From an optimization exercise on the open Yosys and OpenROAD flow, aimed at small area; shortcuts taken in it are not production practice. For this run, only the layout was checked, not whether the RTL still works. No activity file was given, so power comes from the tool's default toggle rates.

**flow/config.mk**
```make
export PLATFORM = sky130hd
export DESIGN_NAME = RNG
export DESIGN_NICKNAME = RNG
export VERILOG_FILES = /design/flow/design.v
export SDC_FILE = /design/flow/constraint.sdc
export NUM_CORES = 4
export LEC_CHECK = 0
export CAP_MARGIN = 20
export CORE_MARGIN = 2
export CORE_UTILIZATION = 40
export PLACE_DENSITY = 0.6
export SLEW_MARGIN = 20
```
**flow/constraint.sdc**
```tcl
create_clock -name core_clock -period 5.0 [get_ports {CLK}]
set_input_delay 1.0000 -clock core_clock [delete_from_list [all_inputs] [get_ports {CLK}]]
set_output_delay 1.0000 -clock core_clock [all_outputs]
set_load 0.01 [all_outputs]
```
**flow/design.v**
```verilog
`timescale 1ns / 1ps
module RNG(
    input               CLK,
    input               RST,
    input               RND_IN,
    output reg [7:0]    OUT,
    output reg          WE,
    input               FULL
);
reg [7:0]           RND_DAT;
reg [2:0]           RND_SHIFT;
reg                 RND_CNT;
reg [15:0]          start;
reg                 tog;
reg                 rd;
reg                 rd_ok;
reg                 init;
reg [63:0]          l0_0;
reg [64:0]          l0_1;
reg [65:0]          l0_2;
reg [63:0]          l1_0;
reg [64:0]          l1_1;
reg [65:0]          l1_2;
reg [63:0]          l2_0;
reg [64:0]          l2_1;
reg [65:0]          l2_2;
reg [63:0]          l3_0;
reg [64:0]          l3_1;
reg [65:0]          l3_2;
reg [63:0]          l4_0;
reg [64:0]          l4_1;
reg [65:0]          l4_2;
reg [63:0]          l5_0;
reg [64:0]          l5_1;
reg [65:0]          l5_2;
reg [63:0]          l6_0;
reg [64:0]          l6_1;
reg [65:0]          l6_2;
reg [63:0]          l7_0;
reg [64:0]          l7_1;
reg [65:0]          l7_2;
reg [15:0]          i_cnt;
reg [3:0]           upd;
always @(posedge CLK)
begin
    if (!RST) begin
        rd_ok <= 0;
        i_cnt <= 0;
        init <= 0;
        upd <= 0;
        WE <= 0;
    end else begin
        if (init == 0) begin
            rd_ok <= 0;
            if (i_cnt == 208)
                init = 1;
            else if (rd == 1) begin
                rd_ok <= 1;
                i_cnt <= i_cnt + 1;
                case (i_cnt)
                    0:   l0_0[7:0]   <= RND_DAT;
                    1:   l0_0[15:8]  <= RND_DAT;
                    2:   l0_0[23:16] <= RND_DAT;
                    3:   l0_0[31:24] <= RND_DAT;
                    4:   l0_0[39:32] <= RND_DAT;
                    5:   l0_0[47:40] <= RND_DAT;
                    6:   l0_0[55:48] <= RND_DAT;
                    7:   l0_0[63:56] <= RND_DAT;
                    8:   l0_1[7:0]   <= RND_DAT;
                    9:   l0_1[15:8]  <= RND_DAT;
                    10:  l0_1[23:16] <= RND_DAT;
                    11:  l0_1[31:24] <= RND_DAT;
                    12:  l0_1[39:32] <= RND_DAT;
                    13:  l0_1[47:40] <= RND_DAT;
                    14:  l0_1[55:48] <= RND_DAT;
                    15:  l0_1[63:56] <= RND_DAT;
                    16:  l0_1[64]    <= RND_DAT[3];
                    17:  l0_2[7:0]   <= RND_DAT;
                    18:  l0_2[15:8]  <= RND_DAT;
                    19:  l0_2[23:16] <= RND_DAT;
                    20:  l0_2[31:24] <= RND_DAT;
                    21:  l0_2[39:32] <= RND_DAT;
                    22:  l0_2[47:40] <= RND_DAT;
                    23:  l0_2[55:48] <= RND_DAT;
                    24:  l0_2[63:56] <= RND_DAT;
                    25:  l0_2[65:64] <= RND_DAT[5:4];
                    26:  l1_0[7:0]   <= RND_DAT;
                    27:  l1_0[15:8]  <= RND_DAT;
                    28:  l1_0[23:16] <= RND_DAT;
                    29:  l1_0[31:24] <= RND_DAT;
                    30:  l1_0[39:32] <= RND_DAT;
                    31:  l1_0[47:40] <= RND_DAT;
                    32:  l1_0[55:48] <= RND_DAT;
                    33:  l1_0[63:56] <= RND_DAT;
                    34:  l1_1[7:0]   <= RND_DAT;
                    35:  l1_1[15:8]  <= RND_DAT;
                    36:  l1_1[23:16] <= RND_DAT;
                    37:  l1_1[31:24] <= RND_DAT;
                    38:  l1_1[39:32] <= RND_DAT;
                    39:  l1_1[47:40] <= RND_DAT;
                    40:  l1_1[55:48] <= RND_DAT;
                    41:  l1_1[63:56] <= RND_DAT;
                    42:  l1_1[64]    <= RND_DAT[1];
                    43:  l1_2[7:0]   <= RND_DAT;
                    44:  l1_2[15:8]  <= RND_DAT;
                    45:  l1_2[23:16] <= RND_DAT;
                    46:  l1_2[31:24] <= RND_DAT;
                    47:  l1_2[39:32] <= RND_DAT;
                    48:  l1_2[47:40] <= RND_DAT;
                    49:  l1_2[55:48] <= RND_DAT;
                    50:  l1_2[63:56] <= RND_DAT;
                    51:  l1_2[65:64] <= RND_DAT[7:6];
                    52:  l2_0[7:0]   <= RND_DAT;
                    53:  l2_0[15:8]  <= RND_DAT;
                    54:  l2_0[23:16] <= RND_DAT;
                    55:  l2_0[31:24] <= RND_DAT;
                    56:  l2_0[39:32] <= RND_DAT;
                    57:  l2_0[47:40] <= RND_DAT;
                    58:  l2_0[55:48] <= RND_DAT;
                    59:  l2_0[63:56] <= RND_DAT;
                    60:  l2_1[7:0]   <= RND_DAT;
                    61:  l2_1[15:8]  <= RND_DAT;
                    62:  l2_1[23:16] <= RND_DAT;
                    63:  l2_1[31:24] <= RND_DAT;
                    64:  l2_1[39:32] <= RND_DAT;
                    65:  l2_1[47:40] <= RND_DAT;
                    66:  l2_1[55:48] <= RND_DAT;
                    67:  l2_1[63:56] <= RND_DAT;
                    68:  l2_1[64]    <= RND_DAT[0];
                    69:  l2_2[7:0]   <= RND_DAT;
                    70:  l2_2[15:8]  <= RND_DAT;
                    71:  l2_2[23:16] <= RND_DAT;
                    72:  l2_2[31:24] <= RND_DAT;
                    73:  l2_2[39:32] <= RND_DAT;
                    74:  l2_2[47:40] <= RND_DAT;
                    75:  l2_2[55:48] <= RND_DAT;
                    76:  l2_2[63:56] <= RND_DAT;
                    77:  l2_2[65:64] <= RND_DAT[3:2];
                    78:  l3_0[7:0]   <= RND_DAT;
                    79:  l3_0[15:8]  <= RND_DAT;
                    80:  l3_0[23:16] <= RND_DAT;
                    81:  l3_0[31:24] <= RND_DAT;
                    82:  l3_0[39:32] <= RND_DAT;
                    83:  l3_0[47:40] <= RND_DAT;
                    84:  l3_0[55:48] <= RND_DAT;
                    85:  l3_0[63:56] <= RND_DAT;
                    86:  l3_1[7:0]   <= RND_DAT;
                    87:  l3_1[15:8]  <= RND_DAT;
                    88:  l3_1[23:16] <= RND_DAT;
                    89:  l3_1[31:24] <= RND_DAT;
                    90:  l3_1[39:32] <= RND_DAT;
                    91:  l3_1[47:40] <= RND_DAT;
                    92:  l3_1[55:48] <= RND_DAT;
                    93:  l3_1[63:56] <= RND_DAT;
                    94:  l3_1[64]    <= RND_DAT[7];
                    95:  l3_2[7:0]   <= RND_DAT;
                    96:  l3_2[15:8]  <= RND_DAT;
                    97:  l3_2[23:16] <= RND_DAT;
                    98:  l3_2[31:24] <= RND_DAT;
                    99:  l3_2[39:32] <= RND_DAT;
                    100: l3_2[47:40] <= RND_DAT;
                    101: l3_2[55:48] <= RND_DAT;
                    102: l3_2[63:56] <= RND_DAT;
                    103: l3_2[65:64] <= RND_DAT[1:0];
                    104:  l4_0[7:0]   <= RND_DAT;
                    105: l4_0[15:8]  <= RND_DAT;
                    106: l4_0[23:16] <= RND_DAT;
                    107: l4_0[31:24] <= RND_DAT;
                    108: l4_0[39:32] <= RND_DAT;
                    109: l4_0[47:40] <= RND_DAT;
                    110: l4_0[55:48] <= RND_DAT;
                    111: l4_0[63:56] <= RND_DAT;
                    112: l4_1[7:0]   <= RND_DAT;
                    113: l4_1[15:8]  <= RND_DAT;
                    114: l4_1[23:16] <= RND_DAT;
                    115: l4_1[31:24] <= RND_DAT;
                    116: l4_1[39:32] <= RND_DAT;
                    117: l4_1[47:40] <= RND_DAT;
                    118: l4_1[55:48] <= RND_DAT;
                    119: l4_1[63:56] <= RND_DAT;
                    120: l4_1[64]    <= RND_DAT[3];
                    121: l4_2[7:0]   <= RND_DAT;
                    122: l4_2[15:8]  <= RND_DAT;
                    123: l4_2[23:16] <= RND_DAT;
                    124: l4_2[31:24] <= RND_DAT;
                    125: l4_2[39:32] <= RND_DAT;
                    126: l4_2[47:40] <= RND_DAT;
                    127: l4_2[55:48] <= RND_DAT;
                    128: l4_2[63:56] <= RND_DAT;
                    129: l4_2[65:64] <= RND_DAT[5:4];
                    130: l5_0[7:0]   <= RND_DAT;
                    131: l5_0[15:8]  <= RND_DAT;
                    132: l5_0[23:16] <= RND_DAT;
                    133: l5_0[31:24] <= RND_DAT;
                    134: l5_0[39:32] <= RND_DAT;
                    135: l5_0[47:40] <= RND_DAT;
                    136: l5_0[55:48] <= RND_DAT;
                    137: l5_0[63:56] <= RND_DAT;
                    138: l5_1[7:0]   <= RND_DAT;
                    139: l5_1[15:8]  <= RND_DAT;
                    140: l5_1[23:16] <= RND_DAT;
                    141: l5_1[31:24] <= RND_DAT;
                    142: l5_1[39:32] <= RND_DAT;
                    143: l5_1[47:40] <= RND_DAT;
                    144: l5_1[55:48] <= RND_DAT;
                    145: l5_1[63:56] <= RND_DAT;
                    146: l5_1[64]    <= RND_DAT[1];
                    147: l5_2[7:0]   <= RND_DAT;
                    148: l5_2[15:8]  <= RND_DAT;
                    149: l5_2[23:16] <= RND_DAT;
                    150: l5_2[31:24] <= RND_DAT;
                    151: l5_2[39:32] <= RND_DAT;
                    152: l5_2[47:40] <= RND_DAT;
                    153: l5_2[55:48] <= RND_DAT;
                    154: l5_2[63:56] <= RND_DAT;
                    155: l5_2[65:64] <= RND_DAT[7:6];
                    156: l6_0[7:0]   <= RND_DAT;
                    157: l6_0[15:8]  <= RND_DAT;
                    158: l6_0[23:16] <= RND_DAT;
                    159: l6_0[31:24] <= RND_DAT;
                    160: l6_0[39:32] <= RND_DAT;
                    161: l6_0[47:40] <= RND_DAT;
                    162: l6_0[55:48] <= RND_DAT;
                    163: l6_0[63:56] <= RND_DAT;
                    164: l6_1[7:0]   <= RND_DAT;
                    165: l6_1[15:8]  <= RND_DAT;
                    166: l6_1[23:16] <= RND_DAT;
                    167: l6_1[31:24] <= RND_DAT;
                    168: l6_1[39:32] <= RND_DAT;
                    169: l6_1[47:40] <= RND_DAT;
                    170: l6_1[55:48] <= RND_DAT;
                    171: l6_1[63:56] <= RND_DAT;
                    172: l6_1[64]    <= RND_DAT[0];
                    173: l6_2[7:0]   <= RND_DAT;
                    174: l6_2[15:8]  <= RND_DAT;
                    175: l6_2[23:16] <= RND_DAT;
                    176: l6_2[31:24] <= RND_DAT;
                    177: l6_2[39:32] <= RND_DAT;
                    178: l6_2[47:40] <= RND_DAT;
                    179: l6_2[55:48] <= RND_DAT;
                    180: l6_2[63:56] <= RND_DAT;
                    181: l6_2[65:64] <= RND_DAT[3:2];
                    182: l7_0[7:0]   <= RND_DAT;
                    183: l7_0[15:8]  <= RND_DAT;
                    184: l7_0[23:16] <= RND_DAT;
                    185: l7_0[31:24] <= RND_DAT;
                    186: l7_0[39:32] <= RND_DAT;
                    187: l7_0[47:40] <= RND_DAT;
                    188: l7_0[55:48] <= RND_DAT;
                    189: l7_0[63:56] <= RND_DAT;
                    190: l7_1[7:0]   <= RND_DAT;
                    191: l7_1[15:8]  <= RND_DAT;
                    192: l7_1[23:16] <= RND_DAT;
                    193: l7_1[31:24] <= RND_DAT;
                    194: l7_1[39:32] <= RND_DAT;
                    195: l7_1[47:40] <= RND_DAT;
                    196: l7_1[55:48] <= RND_DAT;
                    197: l7_1[63:56] <= RND_DAT;
                    198: l7_1[64]    <= RND_DAT[7];
                    199: l7_2[7:0]   <= RND_DAT;
                    200: l7_2[15:8]  <= RND_DAT;
                    201: l7_2[23:16] <= RND_DAT;
                    202: l7_2[31:24] <= RND_DAT;
                    203: l7_2[39:32] <= RND_DAT;
                    204: l7_2[47:40] <= RND_DAT;
                    205: l7_2[55:48] <= RND_DAT;
                    206: l7_2[63:56] <= RND_DAT;
                    207: l7_2[65:64] <= RND_DAT[1:0];
                endcase
            end
        end else begin
            rd_ok <= 0;
            WE <= 0;
            if (FULL == 0) begin
                WE <= 1;
                OUT <= { l7_0[0] ^ l7_1[0], l6_0[0] ^ l6_1[0], l5_0[0] ^ l5_1[0], l4_0[0] ^ l4_1[0], l3_0[0] ^ l3_1[0], l2_0[0] ^ l2_1[0], l1_0[0] ^ l1_1[0], l0_0[0] ^ l0_1[0]};
                l7_2 <= (l7_2 >> 1) | ((l7_2[0] ^ l7_2[1] ^ l7_2[9] ^ l7_2[10]) << 65);
                l6_2 <= (l6_2 >> 1) | ((l6_2[0] ^ l6_2[1] ^ l6_2[9] ^ l6_2[10]) << 65);
                l5_2 <= (l5_2 >> 1) | ((l5_2[0] ^ l5_2[1] ^ l5_2[9] ^ l5_2[10]) << 65);
                l4_2 <= (l4_2 >> 1) | ((l4_2[0] ^ l4_2[1] ^ l4_2[9] ^ l4_2[10]) << 65);
                l3_2 <= (l3_2 >> 1) | ((l3_2[0] ^ l3_2[1] ^ l3_2[9] ^ l3_2[10]) << 65);
                l2_2 <= (l2_2 >> 1) | ((l2_2[0] ^ l2_2[1] ^ l2_2[9] ^ l2_2[10]) << 65);
                l1_2 <= (l1_2 >> 1) | ((l1_2[0] ^ l1_2[1] ^ l1_2[9] ^ l1_2[10]) << 65);
                l0_2 <= (l0_2 >> 1) | ((l0_2[0] ^ l0_2[1] ^ l0_2[9] ^ l0_2[10]) << 65);
                if (l7_2[0] == 0)
                    l7_0 <= (l7_0 >> 1) | ((l7_0[0] ^ l7_0[1] ^ l7_0[3] ^ l7_0[4]) << 63);
                else
                    l7_1 <= (l7_1 >> 1) | ((l7_1[0] ^ l7_1[18]) << 64);
                if (l6_2[0] == 0)
                    l6_0 <= (l6_0 >> 1) | ((l6_0[0] ^ l6_0[1] ^ l6_0[3] ^ l6_0[4]) << 63);
                else
                    l6_1 <= (l6_1 >> 1) | ((l6_1[0] ^ l6_1[18]) << 64);
                if (l5_2[0] == 0)
                    l5_0 <= (l5_0 >> 1) | ((l5_0[0] ^ l5_0[1] ^ l5_0[3] ^ l5_0[4]) << 63);
                else
                    l5_1 <= (l5_1 >> 1) | ((l5_1[0] ^ l5_1[18]) << 64);
                if (l4_2[0] == 0)
                    l4_0 <= (l4_0 >> 1) | ((l4_0[0] ^ l4_0[1] ^ l4_0[3] ^ l4_0[4]) << 63);
                else
                    l4_1 <= (l4_1 >> 1) | ((l4_1[0] ^ l4_1[18]) << 64);
                if (l3_2[0] == 0)
                    l3_0 <= (l3_0 >> 1) | ((l3_0[0] ^ l3_0[1] ^ l3_0[3] ^ l3_0[4]) << 63);
                else
                    l3_1 <= (l3_1 >> 1) | ((l3_1[0] ^ l3_1[18]) << 64);
                if (l2_2[0] == 0)
                    l2_0 <= (l2_0 >> 1) | ((l2_0[0] ^ l2_0[1] ^ l2_0[3] ^ l2_0[4]) << 63);
                else
                    l2_1 <= (l2_1 >> 1) | ((l2_1[0] ^ l2_1[18]) << 64);
                if (l1_2[0] == 0)
                    l1_0 <= (l1_0 >> 1) | ((l1_0[0] ^ l1_0[1] ^ l1_0[3] ^ l1_0[4]) << 63);
                else
                    l1_1 <= (l1_1 >> 1) | ((l1_1[0] ^ l1_1[18]) << 64);
                if (l0_2[0] == 0)
                    l0_0 <= (l0_0 >> 1) | ((l0_0[0] ^ l0_0[1] ^ l0_0[3] ^ l0_0[4]) << 63);
                else
                    l0_1 <= (l0_1 >> 1) | ((l0_1[0] ^ l0_1[18]) << 64);
            end else begin
                if (rd == 1) begin
                    rd_ok <= 1;
                    upd <= upd + 1;
                    case (upd)
                        0:  l0_0[9:2] <= RND_DAT;
                        1:  l1_0[9:2] <= RND_DAT;
                        2:  l2_0[9:2] <= RND_DAT;
                        3:  l3_0[9:2] <= RND_DAT;
                        4:  l4_0[9:2] <= RND_DAT;
                        5:  l5_0[9:2] <= RND_DAT;
                        6:  l6_0[9:2] <= RND_DAT;
                        7:  l7_0[9:2] <= RND_DAT;
                        8:  l0_1[9:2] <= RND_DAT;
                        9:  l1_1[9:2] <= RND_DAT;
                        10: l2_1[9:2] <= RND_DAT;
                        11: l3_1[9:2] <= RND_DAT;
                        12: l4_1[9:2] <= RND_DAT;
                        13: l5_1[9:2] <= RND_DAT;
                        14: l6_1[9:2] <= RND_DAT;
                        15: l7_1[9:2] <= RND_DAT;
                    endcase
                end
            end
        end
    end
end
always @(posedge CLK)
begin
    if (!RST) begin
        RND_SHIFT <= 0;
        start <= 0;
        tog <= 0;
        rd <= 0;
        RND_CNT <= 0;
        RND_DAT <= 0;
    end else begin
        RND_CNT <= !RND_CNT;
        if (rd_ok)
            rd <= 0;
        if (RND_IN == 0) begin
            tog <= 0;
        end else if (tog == 0) begin
            tog <= 1;
            RND_SHIFT <= RND_SHIFT + 1;
            RND_DAT[RND_SHIFT] <= RND_DAT[RND_SHIFT] ^ RND_CNT;
            if (RND_SHIFT == 0) begin
                if (start < 1024)
                    start <= start + 1;
                else begin
                    rd <= 1;
                end
            end
        end
    end
end
endmodule
```
**flow/run.sh**
```bash
#!/bin/bash
# synth_recipe.tcl (not shown) runs the flow's synth.tcl, then flattens the netlist and writes it again
# the make line also repeats each setting of config.mk as NAME=value (left out here)
make -C /OpenROAD-flow-scripts/flow DESIGN_CONFIG=/design/flow/config.mk WORK_HOME=/design/flow/orfs CLKGATE_MAP_FILE= SYNTH_SCRIPT=/design/flow/synth_recipe.tcl finish
```
==> out/metrics.cfg <==
[clock_network]
path_clk_slew_ns = 0.06
tritoncts = yes
cts_resized = 0
insertion_delay_ns = 0.80
hold_buffers = 0
htree_levels = 4
cts_root_buffer = clkbuf_16
cts_setup_buffers = 0
clk_path_buf_depth = 3
cts_sinks = 1621
tritoncts.num_buffers = 164

[power_and_ir_drop]
vdd_drop_max_uv = 278
swShare_pct = 20.2
pwr-share-seq_pct = 54.4
cellLeakagePower_nw = 32.4
p_switching_mw = 5.49
power_density_nw_per_um2 = 365
power_frac_comb_pct = 1.4
p_int_mw = 21.7
pwr-share-clk_pct = 44.1

[timing]
min_period_over_period_pct = 71.5
hold_viol = 0
max_freq_ghz = 0.280
totalNegativeSetupSlack_ns = 0
layout_setup_ws_ns = 1.43
worst_slew_pin_slew_ns = 1.20
min_period_ns = 3.57
setup_viol = 0
maxSlewHeadroom_pct = 20.2
fin_skew_ns = 0.0256
final_max_slew_viol_count = 0
grt_setup_unrepaired = false

[drt]
ant_nets = 0
vias = 42663
first_pass_iters = 6
routed_wl_um = 164000
drt_iter0_markers = 4187
drc = 0
viasPerCell = 5.22
wl_per_cell_um = 20.1

[floorplanning]
die_area_um2 = 171000
die_width_um = 413
die_y_um = 413
start_util_pct = 40.2
io_pins = 13
core_area_um2 = 167000
std_cell_rows = 150

[worst_setup_path]
r2r_slack_ns = 1.43
r2r_start = i_cnt[8]
worstSetupPathType = reg -> reg
path_max_fanout = 15
worstSetupEndpointType = register
reg2reg_to = l7_1[51]
startpoint_type = register
rr_worst_depth = 5
critical_path_required_ns = 5.42
worstPathArrival_ns = 3.99

[global_route]
grt_max_degree = 184
grt_use_total_pct = 19.1
grt.overflow.total = 0
grt_pass1_wl_um = 251000
antenna_found_initial = 1
grt_pass1_vias = 41288

[logic_synthesis]
ys_types = 52
synth_warnings = 1
synthArstFlopShare_pct = 0
synth_area_um2 = 67000
syn-num-nets = 6018
ys_ff_latch = 1621
synth_edf_count = 1568
syn_inst = 5999
ys_seq_area_share_pct = 71.9
synthFlopType = edfxtp_1
avgSynthCellArea_um2 = 11.2

[finish]
fill_cells = 15638
layout-area-overhead-vs-synth_pct = 11.1
final_nets = 5851
diodes = 0
drive_gt1_share_pct = 6.17
final_cells = 8168

[min_path]
hold_depth = 1
worstHoldStart = start[13]
whs_endpoint = start[13]
min_path_type = reg -> reg

[placement]
place_inst = 7870
hpwlAfterDp_um = 89100
routabilityCongestion = 0.835
portBuffers = 12
post-place-ws_ns = 1.12

[job]
drv_cap = 0

[status]
run_status = no timing/DRC/antenna violations

-- synth_stat cells (16+ instances only) --
cell type  number  area share, %
inv_1          22           0.12
nand4_1        27           0.25
edfxtp_1     1568             70
nand2b_1       20           0.19
nor2b_1        18           0.17
dfxtp_1        53            1.6
nor2_1        172           0.96
xor2_1         49           0.64
and2_1         54           0.50
o21ai_0        56           0.42
buf_2          21           0.16
a21o_1        128            1.4
o21a_1         28           0.31
nor4_1         16           0.15
nand3_1        27           0.20
buf_1          38           0.21
xnor2_1        32           0.42
nand2_1      2960             17
a21oi_1       190            1.4
clkbuf_1      383            2.1
-- how the worst max path moves through the flow --
stage,start,endpoint,cells past startpoint
after floorplan,FULL,l0_2[48],6
after global placement,FULL,l7_2[26],6
after detailed placement,FULL,l6_2[6],6
after CTS,i_cnt[8],l7_1[55],5
after global routing,i_cnt[8],l7_1[55],5
final,i_cnt[8],l7_1[51],5
-- cell type report --
type	count	area [um2]	area share, %
Inverter	22	82.6	0.111
Multi-Input combinational cell	3912	17200	23.1
Clock inverter	91	738	0.992
Sequential cell	1621	48100	64.7
Timing Repair Buffer	111	1030	1.38
Tap cell	2204	2760	3.71
Clock buffer	207	4440	5.96
-- metrics by stage --
stage / power [mW] / utilization (%) / instance area, um2 / hold slack, ns
after global routing: 27.9 / 44.6 / 74400 / 0.473
after floorplan: 15.3 / - / 67000 / 0.430
after global placement: 15.4 / 41.5 / 69200 / 0.442
after CTS: 27.3 / 44.6 / 74400 / 0.460
after detailed placement: 15.5 / 41.5 / 69200 / 0.447
final: 27.1 / 44.6 / 74400 / 0.462
-- layer usage --
metal / part of all wire, % / global-route usage [%] / up-vias
met1: 45 / 27.5 / 21307
li1: - / - / 19743
met2: 46 / 30.1 / 1380
met4: 2.2 / 5.34 / 0
met5: 0 / 0 / -
met3: 6.6 / 2.74 / 233
-- state kept, by name (all words and copies together) (netlist names), 65 cells and up --
name / count
l0_2: 66
l1_2: 66
l2_2: 66
l3_2: 66
l4_2: 66
l5_2: 66
l6_2: 66
l7_2: 66
l0_1: 65
l1_1: 65
l2_1: 65
l3_1: 65
l4_1: 65
l5_1: 65
l6_1: 65
l7_1: 65
-- worst max-delay path: stages (launching register included) --
cell and delay, ns:
dfxtp_1 0.36, or4_1 0.94, nor4_2 0.89, buf_12 0.25, nand2_1 0.07, a21oi_1 0.68
-- kinds of logic after synthesis --
logic type,share of synthesized area (%)
AOI/OAI and AO/OA,4.06
xor gates and xnor gates,1.06
adders and majority gates,0.280
buffers and inverters,2.66
DFF,71.9
muxes,0.189
and+or+nand+nor,19.9
-- power by group through the flow --
| stage | combinational (mW) | sequential (mW) | clock, mW |
|---|---|---|---|
| 2_1_floorplan | 0.240 | 15.1 | 0 |
| 3_3_place_gp | 0.381 | 15.1 | 0 |
| 3_5_place_dp | 0.390 | 15.1 | 0 |
| 4_1_cts | 0.393 | 14.8 | 12.2 |
| 5_1_grt | 0.433 | 14.8 | 12.7 |
| 6_report | 0.391 | 14.8 | 12.0 |
-- cell usage in the layout (no fill, tap or decap), types with 13 or more instances in the layout --
cell type / n
clkinv_2: 30
nand3_1: 27
nor2_1: 172
and2_1: 54
clkinv_1: 41
o21a_1: 28
dfxtp_1: 52
o21ai_0: 56
a21o_1: 128
clkbuf_16: 172
a21oi_1: 190
nand4_1: 27
edfxtp_1: 1568
buf_12: 13
nand2_1: 2959
xnor2_1: 32
clkbuf_1: 35
nor2b_1: 16
ha_1: 15
xor2_1: 49
buf_4: 86
inv_1: 21

==> separate check: timing with driven ports <==
Ports are ideal in the flow. The routed layout listed here was re-timed in OpenROAD. Step 1 assumes that a clkbuf_16 drives the clock port and a buf_2 every other input. Step 2 adds t to the input delays and takes it off the output delays; t is the mean of the earliest and latest rising clock arrival at the registers after step 1. Input paths then give back, and output paths get back, about the clock's delay inside the block. Three values: no drivers, after step 1, after step 2; two values: the first two.
shift t [ns]: 0.869
slack for setup (ns): 1.425 / 1.425 / 1.055
latest minus earliest clock arrival (ns): 0.029 / 0.029
pins driven straight from the clock port: 1
After both steps setup and hold are still met in this run. The setup slack of this run moves by 0.000 ns with the drivers and by -0.370 ns with both steps.
